Context: an optimization exercise on an open-source flow, tuned for small area, a short achievable clock period and few clock cycles. The choices shown serve that exercise and are no tape-out recipe.
At most, simulation tests tie the RTL to the original design; equivalence was not proved.

== the baseline ==
// CONV
module CONV(
	input		clk,
	input		reset,
	output	reg	busy,
	input		ready,
	output	reg [11:0]	iaddr,
	input	signed [19:0] idata,
	output	 reg cwr,
	output	 reg [11:0]	caddr_wr,
	output	 reg [19:0]	cdata_wr,
	output	 reg	crd,
	output	 reg [11:0]	caddr_rd,
	input	 [19:0]	cdata_rd,
	output reg 	[2:0] 	csel
	);
export LEC_CHECK = 0
export CAP_MARGIN = 20
export CORE_MARGIN = 2
export CORE_UTILIZATION = 65
export CTS_CLUSTER_DIAMETER = 100
export CTS_CLUSTER_SIZE = 25
export SLEW_MARGIN = 40
export SYNTH_HIERARCHICAL = 1
create_clock -name core_clock -period 10.0 [get_ports {clk}]
standard.sh (not shown) runs the stock make flow with config.mk's settings and CLKGATE_MAP_FILE= SYNTH_SCRIPT=/design/flow/synth_recipe.tcl, a recipe that flattens the netlist after the stock synthesis.
==> flow/flow/run.sh <==
#!/bin/bash
set -euo pipefail
export BUFFER_PORTS_ARGS="-buffer_cell sky130_fd_sc_hd__buf_1"
bash standard.sh SETUP_SLACK_MARGIN=6.7 finish > flow_standard.log 2>&1
The baseline finished all stages; the layout is clean.
#### Input delta (the candidate over the baseline)
==> flow/flow/run.sh <==
#!/bin/bash
# The standard layout (the standard.sh, unchanged synthesis and steps),
# with the timing repair asked for extra setup slack (SETUP_SLACK_MARGIN) so
# that the resizer also speeds up paths that already meet the 10 ns clock.
# The clock period and constraints are the design's. make's output goes to
# flow_standard.log; each ORFS step also logs under orfs/logs/.
set -euo pipefail
bash standard.sh SETUP_SLACK_MARGIN=6.7 finish > flow_standard.log 2>&1
Results
The candidate: flow completed, timing, DRC and antenna clean
On fmax, the candidate does worse than the baseline.
Worst setup slack delta (the candidate − the baseline): unfavourable
~same worst hold slack in the baseline and the candidate
First-pass detailed-route iteration total: the candidate > the baseline
The candidate: arrival time at the worst endpoint higher than the baseline
Function was not checked in any run of this note: the RTL went through the layout flow alone.

---

CONV, a different RTL version from the one above (not shown whole).
Size in the first run: roughly 860 flip-flops, ~110 I/O pins.
Settings: LEC_CHECK=0, CAP_MARGIN=20, CORE_MARGIN=2, CORE_UTILIZATION=62, CTS_CLUSTER_DIAMETER=100, CTS_CLUSTER_SIZE=25, SLEW_MARGIN=20, SYNTH_HIERARCHICAL=1; clock period 10.0 ns.
==> flow/flow/run.sh <==
#!/bin/bash
set -euo pipefail
export BUFFER_PORTS_ARGS="-buffer_cell sky130_fd_sc_hd__buf_2"
bash standard.sh SETUP_SLACK_MARGIN=6.8 finish > flow_standard.log 2>&1
The first run passed the timing, DRC and antenna checks.
Testbench counts at the start, summed over its fixed seeds: cycles 83,824.
==> next run, changes <==
==> flow/flow/run.sh (replaced) <==
#!/bin/bash
# The standard layout (the standard.sh, unchanged synthesis and steps),
# with the timing repair asked for extra setup slack (SETUP_SLACK_MARGIN) so
# that the resizer also speeds up paths that already meet the 10 ns clock.
# The clock period and constraints are the design's. make's output goes to
# flow_standard.log; each ORFS step also logs under orfs/logs/.
set -euo pipefail
bash standard.sh SETUP_SLACK_MARGIN=6.7 finish > flow_standard.log 2>&1
Outcome: Design area falls by 2.3%. Non-clock buffer count drops by 117. Clock skew climbs by 0.011 ns.

---

Setup of rev 12:
CONV, a different RTL version from the one above (not shown whole).
Size: ~110 I/O pins, about 44,000 um^2 of cells after synthesis.
==> flow/design.v (excerpt) <==
module CONV(
	input		clk,
	input		reset,
	output	reg	busy,
	input		ready,
	output	reg [11:0]	iaddr,
	input	signed [19:0] idata,
	output	 reg cwr,
	output	 reg [11:0]	caddr_wr,
	output	 reg [19:0]	cdata_wr,
	output	 reg	crd,
	output	 reg [11:0]	caddr_rd,
	input	 [19:0]	cdata_rd,
	output reg 	[2:0] 	csel
	);
reg        run, fin;
reg  [3:0] k;        
reg  [6:0] x;        
reg  [3:0] S;        
wire       last = S[3] & (k == 4'd9);
always @(posedge clk or posedge reset) begin
	if (reset) begin
		run <= 1'b0; fin <= 1'b0;
		k <= 4'd0; x <= 7'd0; S <= 4'd0;
	end else if (!run) begin
		if (ready && !fin) run <= 1'b1;
	end else if (!fin) begin
		if (last) fin <= 1'b1;
		if (k == 4'd9) begin
			k <= 4'd0;
			if (x == 7'd64) begin
				x <= 7'd0; S <= S + 4'd1;
			end else
				x <= x + 7'd1;
		end else
			k <= k + 4'd1;
	end
end
wire       go = run & ~fin;
wire [5:0] rrow = {S[2:0], 3'b000} + {2'b00, k} - 6'd1;
wire [5:0] rcol = x[5:0] - 6'd1;
  ...
export LEC_CHECK = 0
export CAP_MARGIN = 50
export CORE_MARGIN = 2
export CORE_UTILIZATION = 65
export CTS_CLUSTER_DIAMETER = 100
export CTS_CLUSTER_SIZE = 25
export SLEW_MARGIN = 75
export SYNTH_HIERARCHICAL = 1
create_clock -name core_clock -period 10.0 [get_ports {clk}]
==> flow/flow/run.sh <==
#!/bin/bash
# The standard layout (the standard.sh, unchanged synthesis and steps),
# with the timing repair asked for extra setup slack (SETUP_SLACK_MARGIN) so
# that the resizer also speeds up paths that already meet the 10 ns clock.
# The clock period and constraints are the design's. make's output goes to
# flow_standard.log; each ORFS step also logs under orfs/logs/.
set -euo pipefail
bash standard.sh SETUP_SLACK_MARGIN=6.8 finish > flow_standard.log 2>&1
Testbench counts of rev 12, summed over its fixed seeds: cycles 83,824.
For rev 13, these inputs were changed with respect to rev 12:
# rev 12
export LEC_CHECK = 0
export CAP_MARGIN = 50
export CORE_MARGIN = 2
export CORE_UTILIZATION = 65
export CTS_CLUSTER_DIAMETER = 100
export CTS_CLUSTER_SIZE = 25
export SLEW_MARGIN = 75
export SYNTH_HIERARCHICAL = 1
create_clock -name core_clock -period 10.0 [get_ports {clk}]
# rev 13
export LEC_CHECK = 0
export CAP_MARGIN = 20
export CORE_MARGIN = 2
export CORE_UTILIZATION = 65
export CTS_CLUSTER_DIAMETER = 100
export CTS_CLUSTER_SIZE = 25
export SLEW_MARGIN = 40
export SYNTH_HIERARCHICAL = 1
create_clock -name core_clock -period 10.0 [get_ports {clk}]
-- flow/flow/run.sh --
<<< rev 12, line 8
bash standard.sh SETUP_SLACK_MARGIN=6.8 finish > flow_standard.log 2>&1
>>> rev 13, line 8
bash standard.sh SETUP_SLACK_MARGIN=6.7 finish > flow_standard.log 2>&1
### Flow results
- Across both runs, sequential share of layout area was higher for rev 13 than for rev 12.
- Summary: final clock skew, rev 13 better than rev 12
- On total placed cells including tap cells, rev 12 tracks rev 13 almost exactly.
- Summary of rev 13 over rev 12: number of cells on the worst reg-to-reg path now sits at about the same level.

[port drivers added, routing unchanged]
In the flow no input, the clock included, has a driving cell. The finished layouts below were timed again as built, in two steps.
Step 1 assumes that a clkbuf_16 drives the clock port and a buf_2 every other input.
Step 2 adds t to the input delays and takes it off the output delays; t is the mean of the earliest and latest rising clock arrival at the registers after step 1. Input paths then give back, and output paths get back, about the clock's delay inside the block.
Slacks: no drivers / after step 1 / after step 2; pairs: no drivers / after step 1.
run | t, ns | setup slack, ns | hold slack, ns
the baseline | 0.677 | 6.691 / 6.691 / 6.691 | 0.307 / 0.307 / 0.307
the candidate | 0.682 | 6.651 / 6.651 / 6.651 | 0.305 / 0.305 / 0.305
the first run of note 2 | 0.707 | 6.661 / 6.661 / 6.661 | 0.324 / 0.324 / 0.324
the second run of note 2 | 0.700 | 6.708 / 6.660 / 6.708 | 0.325 / 0.325 / 0.325
rev 12 | 0.714 | 6.630 / 6.630 / 6.630 | 0.316 / 0.316 / 0.316
rev 13 | 0.693 | 6.662 / 6.662 / 6.662 | 0.316 / 0.316 / 0.316
After both steps setup and hold are still met in every run listed.
